What follows belongs to an exercise in optimizing a design on an open flow for small area, a short achievable clock period and few clock cycles per item; a production flow would make more cautious choices.
Function was checked by simulation only, so behaviour that the tests miss may differ from the original.
Power and IR drop assume default switching activity.

==> inputs of job 7243 <==
==> flow/design.v (excerpt) <==
module BoothRadix4 #(parameter N = 18)
(
    output wire [2*N-1:0] product,
    output wire           done,
    input wire [N-1:0]    mplier,
    input wire [N-1:0]    mcand,
    input wire            n_reset,
    input wire            start,
    input wire            clk
);
export LEC_CHECK = 0
export ABC_AREA = 1
export CAP_MARGIN = 20
export CORE_MARGIN = 2
export CORE_UTILIZATION = 40
export PLACE_DENSITY = 0.6
export SLEW_MARGIN = 20
create_clock -name core_clock -period 3.5 [get_ports {clk}]
standard.sh (not shown) runs the stock make flow with config.mk's settings and CLKGATE_MAP_FILE= SYNTH_SCRIPT=/design/flow/synth_recipe.tcl, a recipe that flattens the netlist after the stock synthesis.
==> flow/flow/run.sh <==
#!/bin/bash
# Own layout flow: the standard ORFS flow (standard.sh, unchanged synthesis)
# with these changes to the layout steps:
#  - port buffers are plain sky130 buffers (buf_4) instead of the cell
#    buffer_ports picks by itself;
#  - extra ORFS make settings: MATCH_CELL_FOOTPRINT=0 RECOVER_POWER=100
# The full make output goes to standard.log in the work folder; ORFS's per-step
# logs stay under orfs/logs/.
set -euo pipefail
export BUFFER_PORTS_ARGS="-buffer_cell sky130_fd_sc_hd__buf_4"
if ! bash standard.sh MATCH_CELL_FOOTPRINT=0 RECOVER_POWER=100 finish > standard.log 2>&1; then
  tail -40 standard.log
  exit 1
fi
tail -5 standard.log
==> job 5700 (differences from job 7243) <==
==> flow/run.sh (new file) <==
#!/bin/bash
# synth_recipe.tcl (not shown) runs the flow's synth.tcl, then flattens the netlist and writes it again
# the make line also repeats each setting of config.mk as NAME=value (left out here)
make -C /OpenROAD-flow-scripts/flow DESIGN_CONFIG=/design/flow/config.mk WORK_HOME=/design/flow/orfs CLKGATE_MAP_FILE= SYNTH_SCRIPT=/design/flow/synth_recipe.tcl finish
--- a/flow/config.mk
+++ b/flow/config.mk
@@ -7,7 +7,8 @@
 export LEC_CHECK = 0
 export ABC_AREA = 1
-export CAP_MARGIN = 20
+export CAP_MARGIN = 0
 export CORE_MARGIN = 2
-export CORE_UTILIZATION = 40
-export PLACE_DENSITY = 0.6
-export SLEW_MARGIN = 20
+export CORE_UTILIZATION = 60
+export GPL_TIMING_DRIVEN = 0
+export PLACE_DENSITY = 0.7
+export SLEW_MARGIN = 0
removed: flow/flow/run.sh
removed: flow/standard.sh
==> job 8390 (differences from job 7243) <==
==> flow/flow/run.sh (replaced) <==
#!/bin/bash
# Own layout flow: the standard ORFS flow (standard.sh, unchanged synthesis)
# with these changes to the layout steps:
#  - port buffers are plain sky130 buffers (buf_2) instead of the cell
#    buffer_ports picks by itself;
#  - extra ORFS make settings: MATCH_CELL_FOOTPRINT=0 RECOVER_POWER=100
# The full make output goes to standard.log in the work folder; ORFS's per-step
# logs stay under orfs/logs/.
set -euo pipefail
export BUFFER_PORTS_ARGS="-buffer_cell sky130_fd_sc_hd__buf_2"
if ! bash standard.sh MATCH_CELL_FOOTPRINT=0 RECOVER_POWER=100 finish > standard.log 2>&1; then
  tail -40 standard.log
  exit 1
fi
tail -5 standard.log
==> notes <==
- Job 5700 produced a layout that fails on setup timing. Job 7243 completed without violations. Job 8390 completed, yet does not pass: capacitance limit, slew limit.
- Combinational power, lowest first: job 8390, job 7243, job 5700.
- Critical path depth is the same in job 7243 and job 5700.
- Between job 7243 and job 5700, the lower clock power is in job 5700 (gap about 10%, measured against job 5700).
- In area after synthesis, job 8390 and job 5700 do not differ.
- Wire length, lowest first: job 8390, job 7243, job 5700.
- Global-route usage: job 5700 is higher than job 7243 (14 points).
- Between job 8390 and job 7243, the lower via count is in job 8390 (gap about 1%, measured against job 7243).
- In synthesized cell count, job 5700 and job 7243 do not differ.
- Hold slack: job 5700 < job 7243 < job 8390.
Testbench counts of job 7243, summed over its fixed seeds: cycles 2,408, items 2,400.
Testbench counts of job 5700, summed over its fixed seeds: cycles 2,408, items 2,400.
Testbench counts of job 8390, summed over its fixed seeds: cycles 2,408, items 2,400.

* * *

==> inputs of build 6 <==
BoothRadix4, a different RTL version from the one above (not shown whole).
Settings: LEC_CHECK=0, ABC_AREA=1, CAP_MARGIN=20, CORE_MARGIN=2, CORE_UTILIZATION=40, PLACE_DENSITY=0.6, SETUP_SLACK_MARGIN=0.04, SLEW_MARGIN=20; clock period 3.5 ns.
==> flow/flow/run.sh <==
#!/bin/bash
# Own layout flow: the ORFS flow through standard.sh, with these changes:
#  - synthesis: standard synthesis (synth_recipe.tcl unchanged);
#  - port buffers are plain sky130 buffers (buf_2) instead of the cell
#    buffer_ports picks by itself;
#  - extra ORFS make settings for the layout steps: MATCH_CELL_FOOTPRINT=0
# The full make output goes to standard.log in the work folder; ORFS's per-step
# logs stay under orfs/logs/.
set -euo pipefail
SYNTH=""

export BUFFER_PORTS_ARGS="-buffer_cell sky130_fd_sc_hd__buf_2"
if ! bash standard.sh $SYNTH MATCH_CELL_FOOTPRINT=0 finish > standard.log 2>&1; then
  tail -40 standard.log
  exit 1
fi
tail -5 standard.log
==> build 71: changes against build 6 <==
==> flow/flow/run.sh (replaced) <==
#!/bin/bash
# Own layout flow: the ORFS flow through standard.sh, with these changes:
#  - synthesis: synth_recipe.tcl and ORFS's synth.tcl, except that
#    (a) Yosys's synth runs with -noabc (as well as -nofsm -noshare), so its
#        quick ABC pass does not remap the adder logic before extract_fa, and
#    (b) the final ABC mapping runs flow/abc_own.script (plain technology
#        mapping, no ABC buffering or gate sizing; OpenROAD's resizer sizes and
#        buffers the netlist instead).
#    Registers, flattening and renaming are as in the standard synthesis;
#  - port buffers are plain sky130 buffers (buf_2) instead of the cell
#    buffer_ports picks by itself;
#  - flow/dt.tcl (before global routing) keeps the drivers of the register
#    enable net from being downsized by power recovery;
#  - extra ORFS make settings for the layout steps: MATCH_CELL_FOOTPRINT=0 RECOVER_POWER=50 GPL_TIMING_DRIVEN=0
# The full make output goes to standard.log in the work folder; ORFS's per-step
# logs (synthesis included) stay under orfs/logs/.
set -euo pipefail
sed "s#log_cmd abc {\*}\$abc_args#log_cmd abc {*}[lreplace \$abc_args 1 1 $PWD/flow/abc_own.script]#" "$FLOW_HOME/scripts/synth.tcl" > own_synth_core.tcl
grep -q abc_own.script own_synth_core.tcl
sed -e "s#source \$::env(SCRIPTS_DIR)/synth.tcl#source $PWD/own_synth_core.tcl#" -e "1s/-nofsm -noshare /-nofsm -noshare -noabc /" synth_recipe.tcl > own_synth.tcl
grep -q own_synth_core.tcl own_synth.tcl
grep -q -- "-noabc" own_synth.tcl
export BUFFER_PORTS_ARGS="-buffer_cell sky130_fd_sc_hd__buf_2"
if ! bash standard.sh SYNTH_SCRIPT=$PWD/own_synth.tcl PRE_GLOBAL_ROUTE_TCL=$PWD/flow/dt.tcl MATCH_CELL_FOOTPRINT=0 RECOVER_POWER=50 GPL_TIMING_DRIVEN=0 finish > standard.log 2>&1; then
  tail -40 standard.log
  exit 1
fi
tail -5 standard.log
==> flow/flow/abc_own.script (new file) <==
strash
dch
map -B 0.9
topo
==> flow/flow/dt.tcl (new file) <==
# Keep the drivers of the register enable net as repaired so far: power
# recovery must not downsize them (their fanout is every register).
set dt_cells {}
foreach pin [get_pins -hierarchical */DE] {
  set net [get_nets -of_objects $pin]
  foreach drv [get_pins -of_objects $net -filter "direction == output"] {
    lappend dt_cells [get_full_name [get_cells -of_objects $drv]]
  }
}
set dt_cells [lsort -unique $dt_cells]
puts "dont_touch on enable drivers: $dt_cells"
foreach c $dt_cells { set_dont_touch [get_cells $c] }
==> trial 4: changes against build 6 <==
==> flow/flow/run.sh (replaced) <==
#!/bin/bash
# Own layout flow: the ORFS flow through standard.sh, with these changes:
#  - synthesis: synth_recipe.tcl and ORFS's synth.tcl, except that
#    (a) Yosys's synth runs with -noabc (as well as -nofsm -noshare), so its
#        quick ABC pass does not remap the adder logic before extract_fa, and
#    (b) the final ABC mapping runs flow/abc_own.script (plain technology
#        mapping, no ABC buffering or gate sizing; OpenROAD's resizer sizes and
#        buffers the netlist instead).
#    Registers, flattening and renaming are as in the standard synthesis;
#  - port buffers are plain sky130 buffers (buf_2) instead of the cell
#    buffer_ports picks by itself;
#  - flow/dt.tcl (before global routing) keeps the drivers of the register
#    enable net from being downsized by power recovery; flow/undt.tcl lifts that
#    again once global routing is done;
#  - extra ORFS make settings for the layout steps: MATCH_CELL_FOOTPRINT=0 RECOVER_POWER=100
# The full make output goes to standard.log in the work folder; ORFS's per-step
# logs (synthesis included) stay under orfs/logs/.
set -euo pipefail
sed "s#log_cmd abc {\*}\$abc_args#log_cmd abc {*}[lreplace \$abc_args 1 1 $PWD/flow/abc_own.script]#" "$FLOW_HOME/scripts/synth.tcl" > own_synth_core.tcl
grep -q abc_own.script own_synth_core.tcl
sed -e "s#source \$::env(SCRIPTS_DIR)/synth.tcl#source $PWD/own_synth_core.tcl#" -e "1s/-nofsm -noshare /-nofsm -noshare -noabc /" synth_recipe.tcl > own_synth.tcl
grep -q own_synth_core.tcl own_synth.tcl
grep -q -- "-noabc" own_synth.tcl
# Clock tree: no dummy loads (CTS otherwise adds unused buffers only to balance it).
export CTS_ARGS="-sink_clustering_enable -repair_clock_nets -dont_use_dummy_load -sink_clustering_size 40 -sink_clustering_max_diameter 100"
export BUFFER_PORTS_ARGS="-buffer_cell sky130_fd_sc_hd__buf_2"
if ! bash standard.sh SYNTH_SCRIPT=$PWD/own_synth.tcl PRE_GLOBAL_ROUTE_TCL=$PWD/flow/dt.tcl POST_GLOBAL_ROUTE_TCL=$PWD/flow/undt.tcl MATCH_CELL_FOOTPRINT=0 RECOVER_POWER=100 finish > standard.log 2>&1; then
  tail -40 standard.log
  exit 1
fi
tail -5 standard.log
==> flow/flow/abc_own.script (new file) <==
strash
dch
map -B 0.9
topo
==> flow/flow/dt.tcl (new file) <==
# Keep the drivers of the register enable net as repaired so far: power
# recovery must not downsize them (their fanout is every register).
proc enable_drivers {} {
  set cells {}
  foreach pin [get_pins -hierarchical */DE] {
    set net [get_nets -of_objects $pin]
    foreach drv [get_pins -of_objects $net -filter "direction == output"] {
      lappend cells [get_full_name [get_cells -of_objects $drv]]
    }
  }
  return [lsort -unique $cells]
}
set ::dt_cells [enable_drivers]
puts "dont_touch on enable drivers: $::dt_cells"
foreach c $::dt_cells { set_dont_touch [get_cells $c] }
==> flow/flow/undt.tcl (new file) <==
# Lift the dont_touch that flow/dt.tcl set, now that power recovery is done,
# so later steps treat those cells like any other (power hookup included).
foreach c $::dt_cells { unset_dont_touch [get_cells $c] }
puts "dont_touch lifted: $::dt_cells"
==> build 14: changes against build 6 <==
==> flow/flow/run.sh (replaced) <==
#!/bin/bash
# Own layout flow: the ORFS flow through standard.sh, with these changes:
#  - synthesis: synth_recipe.tcl and ORFS's synth.tcl, except that
#    (a) Yosys's synth runs with -noabc (as well as -nofsm -noshare), so its
#        quick ABC pass does not remap the adder logic before extract_fa, and
#    (b) the final ABC mapping runs flow/abc_own.script (plain technology
#        mapping, no ABC buffering or gate sizing; OpenROAD's resizer sizes and
#        buffers the netlist instead).
#    Registers, flattening and renaming are as in the standard synthesis;
#  - port buffers are plain sky130 buffers (buf_2) instead of the cell
#    buffer_ports picks by itself;
#  - flow/dt.tcl (before global routing) keeps the drivers of the register
#    enable net from being downsized by power recovery;
#  - extra ORFS make settings for the layout steps: MATCH_CELL_FOOTPRINT=0 RECOVER_POWER=100
# The full make output goes to standard.log in the work folder; ORFS's per-step
# logs (synthesis included) stay under orfs/logs/.
set -euo pipefail
sed "s#log_cmd abc {\*}\$abc_args#log_cmd abc {*}[lreplace \$abc_args 1 1 $PWD/flow/abc_own.script]#" "$FLOW_HOME/scripts/synth.tcl" > own_synth_core.tcl
grep -q abc_own.script own_synth_core.tcl
sed -e "s#source \$::env(SCRIPTS_DIR)/synth.tcl#source $PWD/own_synth_core.tcl#" -e "1s/-nofsm -noshare /-nofsm -noshare -noabc /" synth_recipe.tcl > own_synth.tcl
grep -q own_synth_core.tcl own_synth.tcl
grep -q -- "-noabc" own_synth.tcl
export BUFFER_PORTS_ARGS="-buffer_cell sky130_fd_sc_hd__buf_2"
if ! bash standard.sh SYNTH_SCRIPT=$PWD/own_synth.tcl PRE_GLOBAL_ROUTE_TCL=$PWD/flow/dt.tcl MATCH_CELL_FOOTPRINT=0 RECOVER_POWER=100 finish > standard.log 2>&1; then
  tail -40 standard.log
  exit 1
fi
tail -5 standard.log
==> flow/flow/abc_own.script (new file) <==
strash
dch
map -B 0.9
topo
==> flow/flow/dt.tcl (new file) <==
# Keep the drivers of the register enable net as repaired so far: power
# recovery must not downsize them (their fanout is every register).
set dt_cells {}
foreach pin [get_pins -hierarchical */DE] {
  set net [get_nets -of_objects $pin]
  foreach drv [get_pins -of_objects $net -filter "direction == output"] {
    lappend dt_cells [get_full_name [get_cells -of_objects $drv]]
  }
}
set dt_cells [lsort -unique $dt_cells]
puts "dont_touch on enable drivers: $dt_cells"
foreach c $dt_cells { set_dont_touch [get_cells $c] }
==> run notes <==
- Build 14 completed without violations. Trial 4 ran to the end with no violations. Build 6 went through all stages and came out clean. Build 71 completed, yet does not pass: negative setup slack.
- Against build 71, the maximum frequency of build 14 is larger by about 3.6%.
- The highest wire length belongs to build 6, the lowest to build 14.
- Worst setup slack, lowest first: build 71, trial 4, build 6, build 14.
- Cell count, lowest first: build 71, trial 4, build 14, build 6.
==> figures <==
	build 71	trial 4	build 6	build 14
Run status	finished with violations	finished clean	finished clean	finished clean
Reasons for failing layout checks	negative setup slack	-	-	-
Transition at the pin with the smallest max-transition slack	0.850 ns	0.714 ns	0.687 ns	0.718 ns
Cell count of the worst hold path	2	4	1	4
Reported combinational group power	8.16 mW	7.94 mW	8.44 mW	7.93 mW
Tap cell count	324	324	335	324
Internal power	5.68 mW	5.57 mW	5.93 mW	5.79 mW
# Post-CTS Setup Buffers	45	1	7	1
Pin count of the biggest net entering global routing	57	59	55	59
Hold Slack	0.734 ns	0.833 ns	0.601 ns	0.828 ns
Power of the clock network	0.873 mW	0.798 mW	1.06 mW	1.04 mW
Testbench counts of build 6, summed over its fixed seeds: cycles 2,408, items 2,400.
Testbench counts of build 71, summed over its fixed seeds: cycles 2,408, items 2,400.
Testbench counts of trial 4, summed over its fixed seeds: cycles 2,408, items 2,400.
Testbench counts of build 14, summed over its fixed seeds: cycles 2,408, items 2,400.

separate check: timing with driven ports:
In the flow no input, the clock included, has a driving cell. The finished layouts below were timed again as built, in two steps.
Step 1 sets driving cells, clkbuf_16 on the clock port and buf_2 on the other inputs (assumed; they add their load-dependent delay and slew).
Step 2 moves the port delays by t, midway between the first and last clock arrival at a register: inputs arrive t later, outputs are due t later. That takes back most of the time a late clock gives input paths.
Slacks: ideal / step 1 / step 2; pairs: ideal / step 1.
run | t (ns) | slack for setup (ns) | hold WS [ns] | pins driven straight from the clock port
job 7243 | 0.362 | 0.139 / 0.102 / -0.212 | 0.749 / 0.737 / 1.099 | 1
job 5700 | 0.368 | -0.010 / 0.000 / -0.368 | 0.575 / 0.558 / 0.927 | 1
job 8390 | 0.364 | 0.104 / 0.116 / -0.241 | 0.755 / 0.741 / 1.105 | 1
build 6 | 0.401 | 0.046 / 0.000 / -0.248 | 0.601 / 0.575 / 0.976 | 1
build 71 | 0.397 | -0.058 / -0.157 / -0.554 | 0.734 / 0.742 / 1.139 | 1
trial 4 | 0.387 | 0.045 / 0.051 / -0.336 | 0.833 / 0.808 / 1.195 | 1
build 14 | 0.392 | 0.065 / 0.065 / -0.324 | 0.828 / 0.803 / 1.195 | 1
For build 71, which loses most, drivers alone change the setup slack by -0.099 ns; drivers and shift together by -0.496 ns.
